Context: an optimization exercise on an open-source flow, tuned for small area. The choices shown serve that exercise and are no tape-out recipe. In this exercise RTL edits were held to simulation tests only and were not proved equivalent to the original. Power and IR drop assume default switching activity.

==> flow/design.v <==
`timescale 1ns / 1ps
module Pcplus(
input [5:0] pc_now,
output [5:0] pcplus4
    );
assign pcplus4 = pc_now + 1;
endmodule
`timescale 1ns / 1ps
module Pc(
input clk,
input rst_n,
input [5:0] pc_in,
output reg [5:0] pc_out
    );
always@(posedge clk,negedge rst_n)
begin
	if(~rst_n)
		pc_out <= 0;
	else
		pc_out <= pc_in;
end
endmodule
`timescale 1ns / 1ps
module control(
input [5:0] op,
output reg MemtoReg,
output reg MemWrite,
output reg Branch,
output reg [2:0] ALUControl,
output reg ALUSrc,
output reg RegDst,
output reg RegWrite
    );
always@(*)
begin
	case(op)
	6'b000000:	 
	begin
		MemtoReg = 0;
		MemWrite = 0;
		Branch = 0;
		ALUControl = 3'b111;
		ALUSrc = 0;
		RegDst = 1;
		RegWrite = 1;
	end
	6'b001000:    
	begin
		MemtoReg = 0;
		MemWrite = 0;
		Branch = 0;
		ALUControl = 3'b111;
		ALUSrc = 1;
		RegDst = 0;
		RegWrite = 1;
	end
	6'b100011:    
	begin
		MemtoReg = 1;
		MemWrite = 0;
		Branch = 0;
		ALUControl = 3'b111;
		ALUSrc = 1;
		RegDst = 0;
		RegWrite = 1;
	end
	6'b101011:    
	begin
		MemtoReg = 0;
		MemWrite = 1;
		Branch = 0;
		ALUControl = 3'b111;
		ALUSrc = 1;
		RegDst = 0;
		RegWrite = 0;
	end
	6'b000111:     
	begin
		MemtoReg = 0;
		MemWrite = 0;
		Branch = 1;
		ALUControl = 3'b110;
		ALUSrc = 0;
		RegDst = 1;
		RegWrite = 0;
	end
	6'b000010:    
	begin
		MemtoReg = 0;
		MemWrite = 0;
		Branch = 1;
		ALUControl = 3'b101;
		ALUSrc = 0;
		RegDst = 1;
		RegWrite = 0;
	end
	default:
	begin	
		MemtoReg = 1;
		MemWrite = 0;
		Branch = 0;
		ALUControl = 3'b111;
		ALUSrc = 0;
		RegDst = 1;
		RegWrite = 0;
	end
	endcase
end
endmodule
`timescale 1ns / 1ps
module reg_file(
input clk,
input rst_n,
input [4:0] r1_addr,
input [4:0] r2_addr,
input [4:0] r3_addr,
input [31:0] r3_din,
input r3_wr,
output [31:0] r1_dout,
output [31:0] r2_dout
    );
reg [31:0] r[0:31];
integer i;
assign r1_dout = r[r1_addr];   
assign r2_dout = r[r2_addr];
always@(posedge clk,negedge rst_n)
begin
    if(~rst_n)
	 begin
		for(i=0;i<=31;i=i+1)
			r[i] <= 0;
	 end
	 else
	 begin
	 if(r3_wr)
	 r[r3_addr] <= r3_din;
	 end
end
endmodule
`timescale 1ns / 1ps
module Alu(
input [31:0] srca,
input [31:0] srcb,
input [2:0] aluop,
output reg [31:0] aluresult,
output reg [1:0] zero
    );
always@(*)
begin
	case(aluop)
	3'b111:   
	begin
		aluresult = srca + srcb;
		zero = 2'b00;
	end
	3'b110:   
	begin
		aluresult = 0;    
		if(srca > srcb)
			zero = 2'b10;
		else	zero = 2'b00;
	end
	3'b101:   
	begin
		aluresult = 0;    
		zero = 2'b11;
	end
	default:
	begin
		aluresult = 0;
		zero = 2'b00;
	end
	endcase
end
endmodule
`timescale 1ns / 1ps
module And(
input a,
input [1:0] b,
output reg c
    );
always@(*)
begin
	if(a == 1 & (b == 2'b10 | b == 2'b11))  
		c = 1;
	else c = 0;
end
endmodule
`timescale 1ns / 1ps
module extend(
input [1:0] zero,
input [15:0] a,
output reg [31:0] b
    );
always@(*)
begin
	if(a[15:11]==5'b0)   
	begin
		if(zero == 2'b11)
			b = {16'b0,a};
		else
			b = {16'b0,a}>>2;
	end
	else            
		b = {16'hffff,a};
end
endmodule
`timescale 1ns / 1ps
module PCBranch(
input [5:0] signlmm,
input [5:0] pc_in,
input [1:0] zero,
output reg [5:0] pc_out
    );	 
always@(*)
begin
	if(zero == 2'b10)
		pc_out = pc_in + signlmm;
	else if(zero == 2'b11)
		pc_out = signlmm;
	else pc_out = 0;
end
endmodule
`timescale 1ns / 1ps
module Mux(
input [31:0] a,
input [31:0] b,
input sel,
output [31:0] c
    );
assign c = sel?a:b;   
endmodule
`timescale 1ns / 1ps
module Top(
input clk,
input rst_n,
input [31:0] inst,
input [31:0] readdata,
output [5:0] pc_in1,
output [5:0] pc_out,
output [4:0] reg_addr3,
output [31:0] reg_din,
output [31:0] srcb,
output [31:0] aluresult,
output [1:0] zero,
output [31:0] writedata,
output MemtoReg,
output MemWrite,
output Branch,
output ALUSrc,
output RegDst,
output RegWrite
    );
wire [2:0] ALUControl;
wire [31:0] r1_dout;
wire [31:0] r2_dout;
wire [5:0] pc_in2;
wire [5:0] pc_in;
wire [31:0] signlmm;
wire PCSrc;
wire [31:0] reg_addr3_w;
wire [31:0] pc_in_w;
wire [1:0] ext_sel = (ALUControl == 3'b101) ? 2'b11 : 2'b00;
assign writedata = r2_dout;
assign reg_addr3 = reg_addr3_w[4:0];
assign pc_in = pc_in_w[5:0];
Pc u_pc(clk,rst_n,pc_in,pc_out);
Pcplus u_pcplus(pc_out,pc_in1);
control u_control(inst[31:26],MemtoReg,MemWrite,Branch,ALUControl,ALUSrc,RegDst,RegWrite);
reg_file u_reg_file(clk,rst_n,inst[25:21],inst[20:16],reg_addr3,reg_din,RegWrite,r1_dout,r2_dout);
Alu u_alu(r1_dout,srcb,ALUControl,aluresult,zero);
And u_and(Branch,zero,PCSrc);
extend u_extend(ext_sel,inst[15:0],signlmm);
PCBranch u_pcbranch(signlmm[5:0],pc_in1,zero,pc_in2);
Mux u_mux1({27'b0,inst[15:11]},{27'b0,inst[20:16]},RegDst,reg_addr3_w);
Mux u_mux2(signlmm,r2_dout,ALUSrc,srcb);
Mux u_mux3(readdata,aluresult,MemtoReg,reg_din);
Mux u_mux4({26'b0,pc_in2},{26'b0,pc_in1},PCSrc,pc_in_w);
endmodule
==> flow/run.sh <==
#!/bin/bash
# synth_recipe.tcl (not shown) runs the flow's synth.tcl, then flattens the netlist and writes it again
# the make line also repeats each setting of config.mk as NAME=value (left out here)
make -C /OpenROAD-flow-scripts/flow DESIGN_CONFIG=/design/flow/config.mk WORK_HOME=/design/flow/orfs CLKGATE_MAP_FILE= SYNTH_SCRIPT=/design/flow/synth_recipe.tcl finish
==> flow/config.mk <==
export PLATFORM = sky130hd
export DESIGN_NAME = Top
export DESIGN_NICKNAME = Top
export VERILOG_FILES = /design/flow/design.v
export SDC_FILE = /design/flow/constraint.sdc
export NUM_CORES = 4
export LEC_CHECK = 0
export CAP_MARGIN = 20
export CORE_MARGIN = 2
export CORE_UTILIZATION = 40
export SLEW_MARGIN = 20
==> flow/constraint.sdc <==
create_clock -name core_clock -period 15.0 [get_ports {clk}]
set_input_delay 3.0000 -clock core_clock [delete_from_list [all_inputs] [get_ports {clk}]]
set_output_delay 3.0000 -clock core_clock [all_outputs]
set_load 0.01 [all_outputs]
==> flow_summary_export.csv, run 1 <==
group,metric,value,unit
outcome,outcome,"complete, no violations",
logic_synthesis,mappedNetlistNets,6095,
clock_tree,cts_htree_levels,3,
logic_synthesis,synth_top_area_share,48.0,%
logic_synthesis,synth-edff-count,0,
floorplan,die_w,370,um
logic_synthesis,synth_top_flop_cell,"sky130_fd_sc_hd__dfrtp_1",
detailed_routing,vias,54600,
hold_path,holdCritPathClass,"reg -> reg",
pwr,power_per_cell_area,115,mW/mm^2
setup_path,regToRegStartpoint,"u_reg_file.r[22][0]",
clock_tree,clock_tree.buffer_depth,3,
clock_tree,numCtsBuffers,109,
pwr,vdd.ir_drop.worst,0.0877,mV
floorplan,starting_density_of_the_core,40.3,%
setup_path,criticalPathCategory,"in -> out",
floorplan,total_number_of_placement_rows,134,
setup_path,timing.rr.end,"u_reg_file.r[18][24]",
placed_design,place_hpwl,193000,um
timing,rsz0062_at_grt,"false",
logic_synthesis,ys_ff_latch,1030,
timing,final_period_minus_worst_setup_slack,14.41,ns
clock_tree,cts_root_buffer,"sky130_fd_sc_hd__clkbuf_16",
logic_synthesis,syn_inst,5954,
clock_tree,worst_setup_hold_path_clk_slew,0.06,ns
detailed_routing,detailedRoute.firstIterationViolations,11700,
grt,wire_length_of_the_first_global_routing_pass,409000,um
final_layout,fraction_of_final_layout_cells_sized_beyond_drive_strength_1,12.1,%
setup_path,worstPathCellList,"clkdlybuf4s50_1 > nand2_1 > nor2_4 > buf_4 > a22oi_1 > nand4_1 > nor3_1 > a21oi_1 > a21oi_1 > ha_1 > inv_2 > a21oi_1 > o31ai_1 > o211a_1 > nor4_1 > o31ai_4 > inv_2 > clkdlybuf4s50_1",
final_layout,final_nets,6110,
grt,pin_count_of_the_biggest_net_entering_global_routing,144,
timing,worst-slew-pin-transition,1.38,ns
setup_path,ff2ff_setup_slack,8.11,ns
logic_synthesis,synth_area,0.0537,mm^2
logic_synthesis,synth_warnings,8,
pwr,p_leak,28.3,nW
logic_synthesis,synthArstFlopShare,100,%
setup_path,crit_path_max_cell_delay,1.13,ns
timing,timing.final.ws_setup,0.591,ns
grt,grt_pass1_vias,51100,
detailed_routing,post-route-drc-count,0,
setup_path,critPathRequiredTime,12.00,ns
timing,report.final.slew_viol_count,0,
grt,grt_usage,42.6,%
placed_design,place.gp.congestion,1.03,
setup_path,critical_path.endpoint_type,"output pin",
final_layout,final_util,46.9,%
logic_synthesis,synth_top_cell_by_area,"sky130_fd_sc_hd__dfrtp_1",
clock_tree,tritoncts,"done",
setup_path,timing.critical_path.from_type,"input pin",
detailed_routing,postRouteAntennaNets,0,
hold_path,worst_hold_launch,"u_reg_file.r[14][21]",
detailed_routing,post_drt_wl_per_cell,38.2,um
grt,antenna_found_initial,23,
timing,report.final.setup_viol,0,
detailed_routing,drtPass1Iterations,12,
clock_tree,cts_repair_resize_count,0,
logic_synthesis,synthTopCellsByArea,"sky130_fd_sc_hd__dfrtp_1 (48%), sky130_fd_sc_hd__a22oi_1 (11%), sky130_fd_sc_hd__a21oi_1 (7.8%)",
floorplan,core_area,0.133,mm^2
setup_path,critical_path_s_most_frequent_cell,"sky130_fd_sc_hd__a21oi_1",
hold_path,whs_endpoint,"u_reg_file.r[14][21]",
placed_design,dp_slack,1.19,ns
final_layout,layout.cells.most_common_list,"sky130_fd_sc_hd__dfrtp_1 (1030), sky130_fd_sc_hd__nor2_1 (894), sky130_fd_sc_hd__a21oi_1 (835), sky130_fd_sc_hd__a22oi_1 (753), sky130_fd_sc_hd__nand2_1 (442)",
hold_path,hold_depth,2,
grt,grt_ovf,0,
timing,setup_total_negative_slack,0,ns
floorplan,die_area,0.137,mm^2
clock_tree,cts_num_sinks,1030,
final_layout,layout-area-overhead-vs-synth,16.4,%
job,count_of_max_cap_constraint_violations,0,
timing,finalCritPeriodShare,96.1,%
final_layout,leading_cell_type_in_the_layout_fill_and_taps_excluded,"sky130_fd_sc_hd__dfrtp_1",
setup_path,critical-path-slowest-cell,"sky130_fd_sc_hd__clkdlybuf4s50_1",
clock_tree,cts_post_setup_buffers_inserted,0,
setup_path,worst_setup_path_startpoint,"inst[18]",
timing,maxSlewHeadroom,7.88,%
setup_path,worstPathMaxFanout,28,
final_layout,fillerInstances,12700,
setup_path,timing.critical_path.arrival,11.41,ns
timing,hold_slack,0.519,ns
timing,finalClockSkew,0.0649,ns
clock_tree,clkLatencyLatePin,0.79,ns
timing,report.final.hold_viol_count,0,
floorplan,chipHeight,370,um
logic_synthesis,synthDistinctLibCells,85,
logic_synthesis,ys_seq_area_share,48.0,%
detailed_routing,route.detailed.vias_per_inst,6.97,
clock_tree,post_cts_hold_buffer_count,0,
detailed_routing,routed_wirelength,299000,um
floorplan,ioPinCount,219,
placed_design,quantity_of_i_o_buffers_inserted_on_ports,218,
logic_synthesis,synth.avg_cell_area,9.02,um^2
setup_path,worst-r2r-cell-count,20,
timing,fmaxAchievable,69.4,MHz
worst max-delay path by stage:
| stage | endpoint | slack, ns | cells past startpoint |
|---|---|---|---|
| 2_1_floorplan | reg_din[30] | 4.43 | 22 |
| 3_3_place_gp | reg_din[28] | 1.21 | 21 |
| 3_5_place_dp | reg_din[28] | 1.19 | 19 |
| 4_1_cts | reg_din[28] | 1.14 | 19 |
| 5_1_grt | reg_din[28] | 0.56 | 22 |
| 6_report | reg_din[28] | 0.59 | 18 |
flip-flops by register name (all words and copies together), names as in the netlist:
signal	cells
u_pc.pc_out	6
u_reg_file.r	1024
layout make-up:
cell class / instances / area [um^2] / share of cell area, %
multi-input cells: 4284 / 26300 / 42.1
clock inverters: 46 / 672 / 1.07
diodes: 9 / 22.5 / 0.0360
flip-flops and latches: 1030 / 25800 / 41.2
clock buffers: 153 / 3090 / 4.94
repair buffers: 443 / 4060 / 6.49
inverters: 101 / 379 / 0.606
well taps: 1768 / 2210 / 3.54
cells in the mapped netlist (all sizes together), types with 10 or more instances:
cell     number
a31oi        59
xor2         10
buf         124
nand4        67
nand3        88
a21oi       842
nor2        978
inv         101
dfrtp      1030
nor3         79
and2         11
a22oi       758
nor4         53
or3          11
mux2        196
a222oi       38
o21ai       189
nor2b        15
o31ai        10
a21o         18
a221oi       51
clkbuf      415
nand2b       19
and4         11
xnor2        22
a2111oi      10
ha           73
a221o        14
nand2       442
mux2i        84
report_power, final:
| group | switching, W | internal, W | total [W] |
|---|---|---|---|
| logic | 0.000702 | 0.000383 | 0.00108 |
| clock network | 0.00123 | 0.00168 | 0.00291 |
| registers | 0.000214 | 0.00296 | 0.00318 |
| total | 0.00215 | 0.00502 | 0.00717 |
kinds of logic (layout without fill, tap and decap cells):
group           after synthesis  in the layout  share of synthesized area [%]
compound gates             2077           2077                           24.7
simple gates               1820           1820                           14.4
flops                      1030           1030                           48.0
buf+inv                     640            743                           4.73
mux                         280            280                           5.88
fa+ha+maj                    75             75                           1.78
xor+xnor                     32             32                          0.522
other cells                   0              9                              0
metal layers:
| layer | GRT usage (%) | up-vias | share of wire (%) |
|---|---|---|---|
| met3 | 21.3 | 1501 | 17 |
| met4 | 24.7 | 41 | 7.6 |
| met1 | 53.3 | 26400 | 36 |
| met5 | 1.26 | - | 0.18 |
| met2 | 58.7 | 5046 | 39 |
| li1 | - | 21600 | - |
through the flow:
step           cells  total power, W  cell area (um^2)
6_report        7834         0.00717             62500
5_1_grt         7826         0.00736             62500
4_1_cts         7821         0.00712             62400
3_5_place_dp    7622         0.00426             58600
3_3_place_gp    7621         0.00425             58600
2_1_floorplan   5954         0.00366             53700
critical path: cells and delay by family:
kind            cells  cell delay (ns)
compound gates      7             2.38
fa+ha+maj           1             0.54
buf+inv             5             2.78
simple gates        5             2.62
==> run 2, diff against run 1 <==
==> flow/design.v (replaced) <==
`timescale 1ns / 1ps
module Top(
input clk,
input rst_n,
input [31:0] inst,
input [31:0] readdata,
output [5:0] pc_in1,
output [5:0] pc_out,
output [4:0] reg_addr3,
output [31:0] reg_din,
output [31:0] srcb,
output [31:0] aluresult,
output [1:0] zero,
output [31:0] writedata,
output MemtoReg,
output MemWrite,
output Branch,
output ALUSrc,
output RegDst,
output RegWrite
    );
wire [5:0] op = inst[31:26];
wire [4:0] rs = inst[25:21];
wire [4:0] rt = inst[20:16];
wire [4:0] rd = inst[15:11];
wire [15:0] imm = inst[15:0];
wire is_add  = (op == 6'b000000);
wire is_addi = (op == 6'b001000);
wire is_lw   = (op == 6'b100011);
wire is_sw   = (op == 6'b101011);
wire is_bgtz = (op == 6'b000111);
wire is_j    = (op == 6'b000010);
assign MemWrite = is_sw;
assign Branch   = is_bgtz | is_j;
assign ALUSrc   = is_addi | is_lw | is_sw;
assign RegDst   = ~ALUSrc;
assign RegWrite = is_add | is_addi | is_lw;
assign MemtoReg = ~(is_add | is_addi | is_sw | is_bgtz | is_j);
wire imm_pos = (imm[15:11] == 5'b0);
wire [31:0] ext = imm_pos ? (is_j ? {16'b0, imm} : {18'b0, imm[15:2]}) : {16'hffff, imm};
reg [1023:0] rf;
reg [31:0] valid;
wire [31:0] rs_val, rt_val;
wire [31:0] rs_sel, rt_sel;
genvar g, b;
generate
    for (g = 0; g < 32; g = g + 1) begin : sels
        assign rs_sel[g] = valid[g] && (rs == g);
        assign rt_sel[g] = valid[g] && (rt == g);
    end
    for (b = 0; b < 32; b = b + 1) begin : rdp
        wire [31:0] col;
        for (g = 0; g < 32; g = g + 1) begin : c
            assign col[g] = rf[g*32+b];
        end
        rd_bit u_rs(.s(rs_sel), .d(col), .o(rs_val[b]));
        rd_bit u_rt(.s(rt_sel), .d(col), .o(rt_val[b]));
    end
endgenerate
assign reg_addr3 = RegDst ? rd : rt;
wire [1023:0] rf_n;
generate
    for (g = 0; g < 32; g = g + 1) begin : regs
        wire we = RegWrite && (reg_addr3 == g);
        for (b = 0; b < 32; b = b + 1) begin : bits
            rf_cell u_cell(.q(rf[g*32+b]), .h(~we), .w(we), .d(reg_din[b]), .n(rf_n[g*32+b]));
        end
        always @(posedge clk, negedge rst_n)
            if (~rst_n) valid[g] <= 1'b0;
            else if (we) valid[g] <= 1'b1;
    end
endgenerate
always @(posedge clk)
    rf <= rf_n;
assign srcb = ALUSrc ? ext : rt_val;
assign writedata = rt_val;
wire gt = rs_val > rt_val;
assign aluresult = (is_bgtz | is_j) ? 32'b0 : rs_val + srcb;
assign zero = is_j ? 2'b11 : {is_bgtz & gt, 1'b0};
assign reg_din = MemtoReg ? readdata : aluresult;
reg [5:0] pc;
assign pc_out = pc;
assign pc_in1 = pc + 6'd1;
wire [5:0] pc_next = is_j ? imm[5:0] :
                     (is_bgtz & gt) ? pc_in1 + (imm_pos ? imm[7:2] : imm[5:0]) :
                     pc_in1;
always @(posedge clk, negedge rst_n)
    if (~rst_n) pc <= 6'b0;
    else pc <= pc_next;
endmodule
module rf_cell(input q, input h, input w, input d, output n);
assign n = (q & h) | (w & d);
endmodule
module aoi3(input s0, d0, s1, d1, s2, d2, output n);
assign n = ~((s0 & d0) | (s1 & d1) | (s2 & d2));
endmodule
module aoi2(input s0, d0, s1, d1, output n);
assign n = ~((s0 & d0) | (s1 & d1));
endmodule
module or11n(input [10:0] n, output o);
assign o = ~&n;
endmodule
module rd_bit(input [31:0] s, input [31:0] d, output o);
wire [10:0] n;
genvar i;
generate for (i = 0; i < 10; i = i + 1) begin : g
  aoi3 u(s[3*i], d[3*i], s[3*i+1], d[3*i+1], s[3*i+2], d[3*i+2], n[i]);
end endgenerate
aoi2 u2(s[30], d[30], s[31], d[31], n[10]);
or11n u3(n, o);
endmodule
--- a/flow/config.mk
+++ b/flow/config.mk
@@ -11 +11,2 @@
 export SLEW_MARGIN = 20
+export SYNTH_HIERARCHICAL = 1
==> flow_summary_export.csv, run 2 <==
group,metric,value,unit
logic_synthesis,ys_seq_area_share,47.9,%
logic_synthesis,synth-edff-count,0,
detailed_routing,routedLengthMet1,83000,um
logic_synthesis,synth_top_cell_by_area,"sky130_fd_sc_hd__dfxtp_1",
detailed_routing,met3_length,31600,um
setup_path,timing.critical_path.from_type,"input pin",
clock_tree,post_cts_hold_buffer_count,0,
hold_path,holdCritPathClass,"reg -> reg",
pwr,power_per_cell_area,121,mW/mm^2
logic_synthesis,synth_top_flop_cell,"sky130_fd_sc_hd__dfxtp_1",
floorplan,ioPinCount,219,
pwr,intPower,0.00497,W
logic_synthesis,synth_top_area_share,45.8,%
placed_design,dp_slack,2.02,ns
logic_synthesis,synthDistinctLibCells,75,
clock_tree,numCtsBuffers,109,
detailed_routing,top_layer,"met5",
floorplan,total_number_of_placement_rows,122,
floorplan,starting_density_of_the_core,40.4,%
grt,grt_pass1_vias,41500,
final_layout,largest_reg_flops,1024,
timing,maxSlewHeadroom,16.8,%
pwr,vdd.ir_drop.worst,0.0948,mV
pwr,p_leak,20.7,nW
setup_path,critical-path-slowest-cell,"sky130_fd_sc_hd__and3_2",
logic_synthesis,main_combinational_cell_family_by_area_after_synthesis,"compound AO/OA/AOI/OAI gates",
logic_synthesis,yosys.area_share.xor_xnor,0.626,%
final_layout,multi_input_comb_area,0.0233,mm^2
logic_synthesis,synth.avg_cell_area,11.4,um^2
final_layout,final_cell_count_without_fillers,5968,
logic_synthesis,synth_warnings,7,
detailed_routing,vias,44900,
floorplan,die_w,338,um
grt,grt_usage,35.4,%
clock_tree,cts_num_sinks,1062,
placed_design,place.gp.congestion,1.05,
timing,setup_total_negative_slack,0,ns
logic_synthesis,synthArstFlopShare,3.58,%
grt,antenna_found_initial,5,
placed_design,quantity_of_i_o_buffers_inserted_on_ports,218,
grt,grt_ovf,0,
logic_synthesis,syn_inst,3940,
grt,wire_length_of_the_first_global_routing_pass,304000,um
pwr,p_switching,0.00160,W
logic_synthesis,mappedNetlistNets,4084,
timing,worst-slew-pin-transition,1.24,ns
timing,report.final.hold_viol_count,0,
final_layout,layout.cells.most_common_list,"sky130_fd_sc_hd__a22o_1 (1024), sky130_fd_sc_hd__dfxtp_1 (1024), sky130_fd_sc_hd__a222oi_1 (640), sky130_fd_sc_hd__clkdlybuf4s50_1 (217), sky130_fd_sc_hd__buf_4 (146)",
setup_path,crit_path_max_cell_delay,0.80,ns
final_layout,biggest_regs,"rf (1024), valid (32), pc (6)",
timing,finalClockSkew,0.0423,ns
final_layout,fraction_of_final_layout_cells_sized_beyond_drive_strength_1,11.4,%
placed_design,place_inst,5755,
timing,timing.final.ws_setup,1.63,ns
clock_tree,cts_root_buffer,"sky130_fd_sc_hd__clkbuf_16",
clock_tree,tritoncts,"done",
logic_synthesis,post_synth_fa_ha_maj_area_fraction,2.21,%
detailed_routing,post-route-drc-count,0,
final_layout,final-seq-area,0.0215,mm^2
clock_tree,cts_repair_resize_count,0,
detailed_routing,post_drt_wl_per_cell,36.1,um
setup_path,ff2ff_setup_slack,8.45,ns
pwr,power.sequential.fraction,46.6,%
setup_path,timing.critical_path.arrival,10.37,ns
clock_tree,clock_tree.buffer_depth,3,
setup_path,criticalPathCategory,"in -> out",
timing,rsz0062_at_grt,"false",
logic_synthesis,synth_area,0.0447,mm^2
timing,report.final.setup_viol,0,
setup_path,worstPathMaxFanout,24,
outcome,outcome,"complete, no violations",
final_layout,register_bank_with_the_most_flops,"rf",
placed_design,place_hpwl,137000,um
final_layout,fillerInstances,10200,
logic_synthesis,ys_ff_latch,1062,
pwr,sw_share,24.4,%
final_layout,final_nets,4522,
floorplan,chipHeight,338,um
timing,hold_slack,0.479,ns
timing,fmaxAchievable,74.8,MHz
logic_synthesis,synthMuxAreaShare,0.800,%
timing,finalCritPeriodShare,89.1,%
clock_tree,cts_post_setup_buffers_inserted,0,
floorplan,core_area,0.111,mm^2
clock_tree,worst_setup_hold_path_clk_slew,0.07,ns
grt,pin_count_of_the_biggest_net_entering_global_routing,60,
job,count_of_max_cap_constraint_violations,0,
detailed_routing,route.detailed.vias_per_inst,7.53,
detailed_routing,detailedRoute.firstIterationViolations,11400,
detailed_routing,routed_wirelength,216000,um
logic_synthesis,area_share_of_and_or_nand_nor_cells_after_synthesis,7.98,%
setup_path,critPathRequiredTime,12.00,ns
logic_synthesis,synth.cells.most_frequent,"sky130_fd_sc_hd__a22o_1 (1024), sky130_fd_sc_hd__dfxtp_1 (1024), sky130_fd_sc_hd__a222oi_1 (640)",
pwr,clock_power_share,45.7,%
logic_synthesis,synthTopCellsByArea,"sky130_fd_sc_hd__dfxtp_1 (46%), sky130_fd_sc_hd__a22o_1 (20%), sky130_fd_sc_hd__a222oi_1 (14%)",
final_layout,layout-area-overhead-vs-synth,21.1,%
setup_path,worstPathCellList,"clkdlybuf4s50_1 > inv_1 > nor3_1 > and3_2 > buf_4 > a222oi_1 > nand4_1 > or3_1 > inv_1 > o21ai_0 > ha_1 > and4_1 > nand2_8 > a2111o_1 > a311oi_2 > o31ai_1 > and2_4 > o31ai_4 > clkdlybuf4s50_1",
setup_path,critical_path.endpoint_type,"output pin",
clock_tree,cts_htree_levels,3,
timing,final_period_minus_worst_setup_slack,13.37,ns
clock_tree,clkLatencyLatePin,0.73,ns
detailed_routing,postRouteAntennaNets,0,
detailed_routing,drtPass1Iterations,15,
timing,report.final.slew_viol_count,0,
detailed_routing,dr_wl_met2,85800,um
floorplan,die_area,0.115,mm^2
pwr,combinationalPowerShare,7.7,%
logic_synthesis,synth-compound-area-share,39.4,%
[run 2: changes by cell type after synthesis, moves of 75 or more]
| cell | change |
|---|---|
| sky130_fd_sc_hd__mux2_2 | -145 |
| sky130_fd_sc_hd__clkbuf_1 | -386 |
| sky130_fd_sc_hd__buf_2 | -91 |
| sky130_fd_sc_hd__a222oi_1 | +602 |
| sky130_fd_sc_hd__dfxtp_1 | +1024 |
| sky130_fd_sc_hd__a22oi_1 | -757 |
| sky130_fd_sc_hd__nand4_1 | +75 |
| sky130_fd_sc_hd__nand2_1 | -329 |
| sky130_fd_sc_hd__dfrtp_1 | -992 |
| sky130_fd_sc_hd__a21oi_1 | -785 |
| sky130_fd_sc_hd__a22o_1 | +1019 |
| sky130_fd_sc_hd__nor2_1 | -905 |
| sky130_fd_sc_hd__o21ai_0 | -138 |
[run 2: layout make-up]
type | count | area share, %
antenna | 7 | 0.0323
clock buffer | 159 | 5.92
clock inverter | 47 | 1.37
inverter | 90 | 0.624
multi-input combinational | 2751 | 43.0
sequential | 1062 | 39.6
tap | 1488 | 3.44
timing repair buffer | 364 | 6.04
[run 2: power by group through the flow]
stage,Sequential [W],Combinational [W],Clock [W]
2_1_floorplan,0.00309,0.000286,0
4_1_cts,0.00305,0.000499,0.00301
5_1_grt,0.00307,0.000539,0.00311
6_report,0.00306,0.000508,0.00300
3_3_place_gp,0.00311,0.000489,0
3_5_place_dp,0.00311,0.000498,0
[run 2: worst paths after layout]
kind,startpoint,cells past startpoint,to
worst min-delay path,valid[17],1,valid[17]
min in group asynchronous,rst_n,1,valid[24]
worst min register to register,valid[17],1,valid[17]
worst max-delay path,inst[20],19,reg_din[30]
max in group asynchronous,rst_n,1,valid[29]
worst max register to register,valid[12],17,rf[318]
[run 2: cells by family (layout without fill, tap and decap cells)]
family	after synthesis	in the layout
and+or+nand+nor	660	660
AOI/OAI and AO/OA	1947	1947
xor gates and xnor gates	32	32
adders and majority gates	78	78
other	0	7
buffers and inverters	127	660
muxes	34	34
DFF	1062	1062
[run 2: stage by stage]
stage          area (um^2)  utilization (%)  power, W
2_1_floorplan        44700                -   0.00338
3_5_place_dp         50200             45.3   0.00361
4_1_cts              54200             48.9   0.00656
3_3_place_gp         50200             45.3   0.00360
5_1_grt              54200             48.9   0.00673
6_report             54200             48.9   0.00657
[run 2: layer usage]
layer,track usage (%),vias to the layer above
met1,47.2,21800
met5,0.167,-
li1,-,18500
met3,11.5,634
met4,22.7,4
met2,48.8,3984
[run 2: per-module statistics from Yosys, one instance, submodules excluded, excerpt]
module	area, um^2	cells	flops+latches
aoi2	12.5	1	0
aoi3	10.0	1	0
or11n	23.8	4	0
Top	27000	1956	1062
rf_cell	8.76	1	0
[run 2: critical path, delay by kind of cell]
family	cells	cell delay [ns]
AND/OR/NAND/NOR	7	2.61
adder cells (fa/ha/maj)	1	0.35
buffers and inverters	5	2.02
AO/OA/AOI/OAI	6	2.38
==> run 3, diff against run 2 <==
--- a/flow/design.v
+++ b/flow/design.v
@@ -41,2 +41,3 @@
 reg [1023:0] rf;
+reg par;
 reg [31:0] valid;
@@ -44,2 +45,4 @@
 wire [31:0] rs_sel, rt_sel;
+wire rs_par = par & (|rs_sel);
+wire rt_par = par & (|rt_sel);
 genvar g, b;
@@ -55,4 +58,4 @@
         end
-        rd_bit u_rs(.s(rs_sel), .d(col), .o(rs_val[b]));
-        rd_bit u_rt(.s(rt_sel), .d(col), .o(rt_val[b]));
+        rd_bit u_rs(.s(rs_sel), .d(col), .p(rs_par), .o(rs_val[b]));
+        rd_bit u_rt(.s(rt_sel), .d(col), .p(rt_par), .o(rt_val[b]));
     end
@@ -61,2 +64,3 @@
 wire [1023:0] rf_n;
+wire [31:0] wd = reg_din ^ {32{par}};
 generate
@@ -65,3 +69,3 @@
         for (b = 0; b < 32; b = b + 1) begin : bits
-            rf_cell u_cell(.q(rf[g*32+b]), .h(~we), .w(we), .d(reg_din[b]), .n(rf_n[g*32+b]));
+            rf_cell u_cell(.q(rf[g*32+b]), .h(~we), .w(we), .d(wd[b]), .n(rf_n[g*32+b]));
         end
@@ -74,2 +78,5 @@
     rf <= rf_n;
+always @(posedge clk, negedge rst_n)
+    if (~rst_n) par <= 1'b0;
+    else par <= ~par;
 assign srcb = ALUSrc ? ext : rt_val;
@@ -91,3 +98,3 @@
 module rf_cell(input q, input h, input w, input d, output n);
-assign n = (q & h) | (w & d);
+assign n = ~((q | w) & (h | d));
 endmodule
@@ -99,6 +106,6 @@
 endmodule
-module or11n(input [10:0] n, output o);
-assign o = ~&n;
+module or11n(input [10:0] n, input p, output o);
+assign o = (~&n) ^ p;
 endmodule
-module rd_bit(input [31:0] s, input [31:0] d, output o);
+module rd_bit(input [31:0] s, input [31:0] d, input p, output o);
 wire [10:0] n;
@@ -109,3 +116,3 @@
 aoi2 u2(s[30], d[30], s[31], d[31], n[10]);
-or11n u3(n, o);
+or11n u3(n, p, o);
 endmodule
--- a/flow/config.mk
+++ b/flow/config.mk
@@ -10,2 +10,3 @@
 export CORE_UTILIZATION = 40
+export CTS_BUF_LIST = sky130_fd_sc_hd__clkbuf_4
 export SLEW_MARGIN = 20
==> flow_summary_export.csv, run 3 <==
group,metric,value,unit
outcome,outcome,"complete, no violations",
pwr,combinationalPowerShare,14.0,%
timing,report.final.hold_viol_count,0,
clock_tree,cts_htree_levels,5,
logic_synthesis,synth_top_area_share,47.5,%
grt,pin_count_of_the_biggest_net_entering_global_routing,40,
setup_path,worstPathMaxFanout,28,
final_layout,multi_input_comb_area,0.0215,mm^2
detailed_routing,routed_wirelength,226000,um
pwr,overall_power_of_the_completed_layout,0.00679,W
logic_synthesis,syn_inst,4000,
logic_synthesis,ys_ff_latch,1063,
timing,setup_total_negative_slack,0,ns
logic_synthesis,ys_seq_area_share,49.8,%
grt,antenna_found_initial,7,
floorplan,die_area,0.110,mm^2
clock_tree,cts_root_buffer,"sky130_fd_sc_hd__clkbuf_4",
logic_synthesis,synthTopCellsByArea,"sky130_fd_sc_hd__dfxtp_1 (48%), sky130_fd_sc_hd__o22ai_1 (15%), sky130_fd_sc_hd__a222oi_1 (15%)",
floorplan,die_w,332,um
timing,finalCritPeriodShare,88.4,%
floorplan,total_number_of_placement_rows,120,
final_layout,final_cell_count_without_fillers,6254,
timing,rsz0062_at_grt,"false",
clock_tree,clkLatencyLatePin,1.24,ns
pwr,intPower,0.00481,W
setup_path,timing.critical_path.arrival,10.26,ns
detailed_routing,vias,47800,
final_layout,biggest_regs,"rf (1024), valid (32), pc (6)",
setup_path,critical_path_s_most_frequent_cell,"sky130_fd_sc_hd__nor2_1",
final_layout,largest_reg_flops,1024,
final_layout,register_bank_with_the_most_flops,"rf",
final_layout,stdcell_area,0.0521,mm^2
setup_path,ff2ff_setup_slack,8.04,ns
placed_design,placement_stage_cell_area,0.0485,mm^2
logic_synthesis,synth_area,0.0431,mm^2
clock_tree,cts_repair_resize_count,0,
setup_path,critPathRequiredTime,12.00,ns
setup_path,worstPathCellList,"clkdlybuf4s50_1 > nor2b_1 > and3_1 > nor4_1 > nand4_1 > nor2_1 > nor2_4 > buf_4 > xnor2_1 > nand2_1 > o21ai_0 > ha_1 > fa_1 > nand3_1 > a211oi_1 > nor2_1 > o31ai_2 > xnor2_1 > nor2_1 > a21oi_1 > nor2_1 > clkdlybuf4s50_1",
logic_synthesis,synth.cells.most_frequent,"sky130_fd_sc_hd__o22ai_1 (1027), sky130_fd_sc_hd__dfxtp_1 (1024), sky130_fd_sc_hd__a222oi_1 (640)",
clock_tree,worst_setup_hold_path_clk_slew,0.06,ns
floorplan,starting_density_of_the_core,40.3,%
job,count_of_max_cap_constraint_violations,0,
timing,final_period_minus_worst_setup_slack,13.26,ns
clock_tree,clock_tree.buffer_depth,4,
setup_path,criticalPathCategory,"in -> out",
final_layout,leading_cell_type_in_the_layout_fill_and_taps_excluded,"sky130_fd_sc_hd__o22ai_1",
detailed_routing,detailedRoute.firstIterationViolations,12800,
final_layout,final_nets,4794,
pwr,p_switching,0.00198,W
clock_tree,numCtsBuffers,299,
final_layout,fraction_of_final_layout_cells_sized_beyond_drive_strength_1,18.1,%
timing,worst-slew-pin-transition,1.18,ns
logic_synthesis,synthDistinctLibCells,74,
detailed_routing,drtPass1Iterations,17,
setup_path,critical-path-slowest-cell,"sky130_fd_sc_hd__and3_1",
logic_synthesis,yosys.cell_count.top_type,"sky130_fd_sc_hd__o22ai_1",
grt,grt_pass1_vias,44500,
setup_path,critical_path.endpoint_type,"output pin",
placed_design,place_inst,5752,
hold_path,holdCritPathClass,"reg -> reg",
pwr,power_per_cell_area,130,mW/mm^2
placed_design,quantity_of_i_o_buffers_inserted_on_ports,218,
grt,wire_length_of_the_first_global_routing_pass,316000,um
detailed_routing,postRouteAntennaNets,0,
logic_synthesis,synth-edff-count,0,
clock_tree,cts_post_setup_buffers_inserted,0,
detailed_routing,route.detailed.vias_per_inst,7.64,
setup_path,timing.critical_path.from_type,"input pin",
placed_design,place.gp.congestion,1.02,
clock_tree,cts_num_sinks,1063,
logic_synthesis,mappedNetlistNets,4144,
logic_synthesis,synth_top_cell_by_area,"sky130_fd_sc_hd__dfxtp_1",
final_layout,layout.cells.most_common_list,"sky130_fd_sc_hd__o22ai_1 (1027), sky130_fd_sc_hd__dfxtp_1 (1024), sky130_fd_sc_hd__a222oi_1 (640), sky130_fd_sc_hd__clkbuf_4 (430), sky130_fd_sc_hd__clkdlybuf4s50_1 (217)",
final_layout,final-seq-area,0.0215,mm^2
timing,finalClockSkew,0.135,ns
detailed_routing,post-route-drc-count,0,
pwr,power.sequential.fraction,46.9,%
final_layout,fillerInstances,10200,
grt,grt_usage,38.7,%
clock_tree,post_cts_hold_buffer_count,0,
timing,report.final.slew_viol_count,0,
floorplan,core_area,0.107,mm^2
setup_path,crit_path_max_cell_delay,0.97,ns
pwr,p_leak,19.4,nW
pwr,vdd.ir_drop.worst,0.0739,mV
logic_synthesis,synth_top_flop_cell,"sky130_fd_sc_hd__dfxtp_1",
clock_tree,tritoncts,"done",
logic_synthesis,synth_warnings,7,
logic_synthesis,synthArstFlopShare,3.67,%
floorplan,ioPinCount,219,
pwr,clock_power_share,39.0,%
timing,report.final.setup_viol,0,
placed_design,place_hpwl,142000,um
detailed_routing,post_drt_wl_per_cell,36.1,um
final_layout,final_util,48.7,%
floorplan,chipHeight,332,um
logic_synthesis,synth.avg_cell_area,10.8,um^2
final_layout,layout-area-overhead-vs-synth,20.8,%
timing,maxSlewHeadroom,21.3,%
pwr,sw_share,29.1,%
timing,fmaxAchievable,75.4,MHz
grt,grt_ovf,0,
==> run 3: cell type report <==
class	count	share of cell area (%)
tap	1403	3.37
timing repair buffer	380	6.51
clock buffer	430	6.20
antenna	11	0.0528
sequential	1063	41.2
multi-input combinational	2819	41.3
inverter	87	0.632
clock inverter	61	0.732
==> run 3: worst paths after layout <==
check,startpoint,endpoint,depth (start not counted)
min reg2reg,rf[427],rf[427],1
max reg2reg,valid[6],rf[911],20
min,rf[427],rf[427],1
max in group asynchronous,rst_n,valid[25],2
max,inst[16],reg_din[16],22
min in group asynchronous,rst_n,valid[3],2
==> run 3: cell families after synthesis <==
family,after synthesis,share of synthesized area (%)
xor gates and xnor gates,133,2.70
DFF,1063,49.8
adders and majority gates,78,2.30
and+or+nand+nor,653,8.86
buffers and inverters,118,1.11
AOI/OAI and AO/OA,1931,34.6
muxes,24,0.601
==> run 3: per-stage QoR <==
step	hold slack, ns	setup slack, ns
after global placement	0.449	1.82
final	0.469	1.74
after global routing	0.479	1.55
after floorplan	0.439	2.39
after CTS	0.468	2.08
after detailed placement	0.460	2.11
==> run 3: worst max-delay path, delay by kind of cell <==
kind / cells / cell delay [ns]
buf+inv: 3 / 1.80
xor+xnor: 2 / 0.75
compound gates: 4 / 1.29
fa+ha+maj: 2 / 0.50
simple gates: 11 / 2.88
==> run 3: power by group through the flow <==
| stage | Clock, W | Sequential (W) | Combinational [W] |
|---|---|---|---|
| detailed placement | 0 | 0.00323 | 0.000913 |
| CTS | 0.00266 | 0.00317 | 0.000917 |
| finish | 0.00265 | 0.00318 | 0.000953 |
| global placement | 0 | 0.00323 | 0.000907 |
| floorplan | 0 | 0.00320 | 0.000493 |
| global route | 0.00281 | 0.00320 | 0.000993 |
==> run 3: modules after synthesis, one instance, submodules excluded, excerpt <==
module,flops+latches,times used,cells inside
Top,1063,1,1952
or11n,0,64,5
rf_cell,0,1024,1
aoi3,0,640,1
aoi2,0,64,1
==> run 3: per-layer routing <==
layer | GRT usage, % | part of all wire (%) | vias up
met5 | 0.651 | 0.12 | -
li1 | - | - | 19300
met2 | 52.9 | 39 | 4425
met1 | 50.0 | 37 | 23100
met4 | 24.6 | 7.1 | 10
met3 | 16.1 | 16 | 853
==> run 4, diff against run 3 <==
==> flow/config.mk (replaced) <==
export PLATFORM = sky130hd
export DESIGN_NAME = Top
export DESIGN_NICKNAME = Top
export VERILOG_FILES = /design/flow/design.v
export SDC_FILE = /design/flow/constraint.sdc
export NUM_CORES = 4
export LEC_CHECK = 0
export CAP_MARGIN = 5
export CORE_MARGIN = 2
export CORE_UTILIZATION = 55
export CTS_BUF_LIST = sky130_fd_sc_hd__clkbuf_8
export SLEW_MARGIN = 5
export SYNTH_HIERARCHICAL = 1
==> flow_summary_export.csv, run 4 <==
group,metric,value,unit
logic_synthesis,ys_seq_area_share,49.8,%
grt,grt_ovf,0,
logic_synthesis,yosys.cell_count.top_type,"sky130_fd_sc_hd__o22ai_1",
setup_path,timing.critical_path.arrival,10.40,ns
logic_synthesis,syn_inst,4000,
setup_path,worstPathCellList,"clkdlybuf4s50_1 > and2_0 > and3_2 > nor4_1 > nand4_1 > nor2_1 > nor2_4 > buf_4 > xnor2_1 > nand2_1 > o21ai_0 > ha_1 > a211o_1 > a211oi_2 > o21bai_1 > a21boi_0 > xor2_1 > o21ai_0 > and2_1 > clkdlybuf4s50_1",
placed_design,place.gp.congestion,1.07,
setup_path,regToRegStartpoint,"valid[20]",
floorplan,chipHeight,284,um
pwr,p_leak,19.2,nW
logic_synthesis,synth.avg_cell_area,10.8,um^2
logic_synthesis,synth_area,0.0431,mm^2
logic_synthesis,synthTopCellsByArea,"sky130_fd_sc_hd__dfxtp_1 (48%), sky130_fd_sc_hd__o22ai_1 (15%), sky130_fd_sc_hd__a222oi_1 (15%)",
logic_synthesis,mappedNetlistNets,4144,
setup_path,ff2ff_setup_slack,7.40,ns
logic_synthesis,synth_top_flop_cell,"sky130_fd_sc_hd__dfxtp_1",
setup_path,critical_path.endpoint_type,"output pin",
grt,pin_count_of_the_biggest_net_entering_global_routing,42,
detailed_routing,detailedRoute.firstIterationViolations,12300,
setup_path,critPathRequiredTime,12.00,ns
clock_tree,post_cts_hold_buffer_count,0,
grt,grt_pass1_vias,43100,
floorplan,total_number_of_placement_rows,102,
final_layout,final-seq-area,0.0215,mm^2
setup_path,timing.critical_path.from_type,"input pin",
grt,antenna_found_initial,10,
clock_tree,clock_tree.buffer_depth,3,
setup_path,worstPathMaxFanout,33,
logic_synthesis,synthArstFlopShare,3.67,%
clock_tree,cts_num_sinks,1063,
setup_path,worst_setup_path_startpoint,"inst[17]",
timing,fmaxAchievable,74.6,MHz
hold_path,worst_hold_launch,"rf[128]",
clock_tree,numCtsBuffers,169,
detailed_routing,vias,46700,
timing,report.final.setup_viol,0,
timing,finalClockSkew,0.0409,ns
timing,worst-slew-pin-transition,1.44,ns
timing,rsz0062_at_grt,"false",
final_layout,final_cell_count_without_fillers,5692,
timing,hold_slack,0.469,ns
pwr,vdd.ir_drop.worst,0.112,mV
final_layout,layout.cells.most_common_list,"sky130_fd_sc_hd__o22ai_1 (1027), sky130_fd_sc_hd__dfxtp_1 (1024), sky130_fd_sc_hd__a222oi_1 (640), sky130_fd_sc_hd__clkdlybuf4s50_1 (217), sky130_fd_sc_hd__clkbuf_8 (214)",
floorplan,ioPinCount,219,
logic_synthesis,synth.cells.most_frequent,"sky130_fd_sc_hd__o22ai_1 (1027), sky130_fd_sc_hd__dfxtp_1 (1024), sky130_fd_sc_hd__a222oi_1 (640)",
job,count_of_max_cap_constraint_violations,0,
logic_synthesis,synthDistinctLibCells,74,
detailed_routing,post_drt_wl_per_cell,37.6,um
setup_path,crit_path_max_cell_delay,0.99,ns
timing,finalCritPeriodShare,89.3,%
floorplan,die_w,284,um
logic_synthesis,ys_ff_latch,1063,
timing,report.final.hold_viol_count,0,
final_layout,leading_cell_type_in_the_layout_fill_and_taps_excluded,"sky130_fd_sc_hd__o22ai_1",
logic_synthesis,synth_top_area_share,47.5,%
timing,setup_total_negative_slack,0,ns
detailed_routing,drtPass1Iterations,22,
final_layout,fraction_of_final_layout_cells_sized_beyond_drive_strength_1,13.9,%
final_layout,multi_input_comb_area,0.0215,mm^2
detailed_routing,route.detailed.vias_per_inst,8.20,
floorplan,core_area,0.0776,mm^2
clock_tree,cts_htree_levels,4,
hold_path,holdCritPathClass,"reg -> reg",
setup_path,worstPathBufferInverterCount,3,
final_layout,biggest_regs,"rf (1024), valid (32), pc (6)",
outcome,outcome,"complete, no violations",
placed_design,place_inst,5382,
setup_path,criticalPathCategory,"in -> out",
logic_synthesis,synth_top_cell_by_area,"sky130_fd_sc_hd__dfxtp_1",
timing,report.final.slew_viol_count,0,
timing,maxSlewHeadroom,3.59,%
setup_path,critPathTopFamily,"simple AND/OR/NAND/NOR gates",
detailed_routing,routed_wirelength,214000,um
timing,final_period_minus_worst_setup_slack,13.40,ns
final_layout,fillerInstances,6419,
logic_synthesis,synth_warnings,7,
placed_design,quantity_of_i_o_buffers_inserted_on_ports,218,
clock_tree,cts_repair_resize_count,0,
detailed_routing,post-route-drc-count,0,
clock_tree,worst_setup_hold_path_clk_slew,0.06,ns
clock_tree,tritoncts,"done",
final_layout,largest_reg_flops,1024,
floorplan,starting_density_of_the_core,55.6,%
final_layout,layout-area-overhead-vs-synth,19.4,%
clock_tree,clkLatencyLatePin,0.86,ns
grt,wire_length_of_the_first_global_routing_pass,302000,um
pwr,power_per_cell_area,130,mW/mm^2
placed_design,place_hpwl,134000,um
clock_tree,cts_root_buffer,"sky130_fd_sc_hd__clkbuf_8",
grt,grt_usage,50.6,%
setup_path,critical-path-slowest-cell,"sky130_fd_sc_hd__and3_2",
final_layout,final_util,66.3,%
pwr,overall_power_of_the_completed_layout,0.00669,W
final_layout,final_nets,4657,
detailed_routing,postRouteAntennaNets,0,
logic_synthesis,synth-edff-count,0,
clock_tree,cts_post_setup_buffers_inserted,0,
final_layout,register_bank_with_the_most_flops,"rf",
floorplan,die_area,0.0807,mm^2
==> run 4: per-module statistics from Yosys (local to each module, per instance), a selection <==
module	copies in the design	area (um^2)
or11n	64	36.3
aoi2	64	12.5
rf_cell	1024	6.26
aoi3	640	10.0
Top	1	27200
==> run 4: final cells by class <==
cell class	count	share of cell area, %
flip-flops and latches	1063	41.7
clock buffers	214	5.72
clock inverters	90	1.13
repair buffers	373	6.49
diodes	6	0.0292
inverters	87	0.637
well taps	1040	2.53
multi-input cells	2819	41.7
==> run 4: cell families (layout without fill, tap and decap cells) <==
logic type                 Yosys count  in the layout  synth area share [%]
and+or+nand+nor                    653            653                  8.86
AOI/OAI and AO/OA                 1931           1931                  34.6
adders and majority gates           78             78                  2.30
DFF                               1063           1063                  49.8
buffers and inverters              118            764                  1.11
other                                0              6                     0
muxes                               24             24                 0.601
xor gates and xnor gates           133            133                  2.70
==> run 4: power by group <==
part,total (W),internal (W),switching (W)
logic,0.000926,0.000395,0.000531
clock network,0.00258,0.00136,0.00122
registers,0.00318,0.00302,0.000160
total,0.00669,0.00478,0.00191
==> run 4: stage by stage <==
stage	setup slack [ns]	area (um^2)
2_1_floorplan	2.39	43100
3_3_place_gp	2.14	47900
3_5_place_dp	1.97	47900
4_1_cts	1.95	51500
5_1_grt	1.48	51500
6_report	1.60	51500
==> run 4: final timing paths <==
kind	depth (start not counted)	end
max in group asynchronous	1	valid[1]
hold reg to reg	1	rf[128]
setup / recovery	20	reg_din[17]
setup reg to reg	20	rf[604]
hold / removal	1	rf[128]
min in group asynchronous	1	pc[5]
==> run 4: metal layers <==
metal / wire length [um] / global-route usage (%) / share of wire, % / vias up
met3: 36200 / 22.8 / 17 / 1109
li1: - / - / - / 18900
met1: 73500 / 61.5 / 34 / 22200
met2: 85500 / 70.9 / 40 / 4386
met5: 272 / 0 / 0.13 / -
met4: 18600 / 35.5 / 8.7 / 14

[static timing again, ports no longer ideal]
Ports are ideal in the flow. The routed layouts listed here were re-timed in OpenROAD. Step 1 (the two cells are an assumption about what drives the block):
set clk [get_ports {clk}]
set_driving_cell -lib_cell sky130_fd_sc_hd__clkbuf_16 $clk
set_driving_cell -lib_cell sky130_fd_sc_hd__buf_2 [delete_from_list [all_inputs] $clk]
Step 2, shift: input delay + t, output delay - t, t = (earliest + latest rising clock arrival at the registers) / 2. This alone moves slack from input paths to output paths. a / b / c = ideal ports / drivers / drivers and shift; a / b = the first two.
run	t, ns	slack for setup (ns)	worst setup path after step 2	clock arrival spread, ns
run 1	0.849	0.591 / 0.569 / 0.569	input to output	0.065 / 0.065
run 2	0.786	1.629 / 1.584 / 1.584	input to output	0.042 / 0.042
run 3	1.243	1.736 / 1.699 / 1.699	input to output	0.135 / 0.135
run 4	0.915	1.599 / 1.558 / 1.558	input to output	0.041 / 0.041
After both steps setup and hold are still met in every run listed. The setup slack of run 2, which loses most, moves by -0.045 ns with the drivers and by -0.045 ns with both steps.
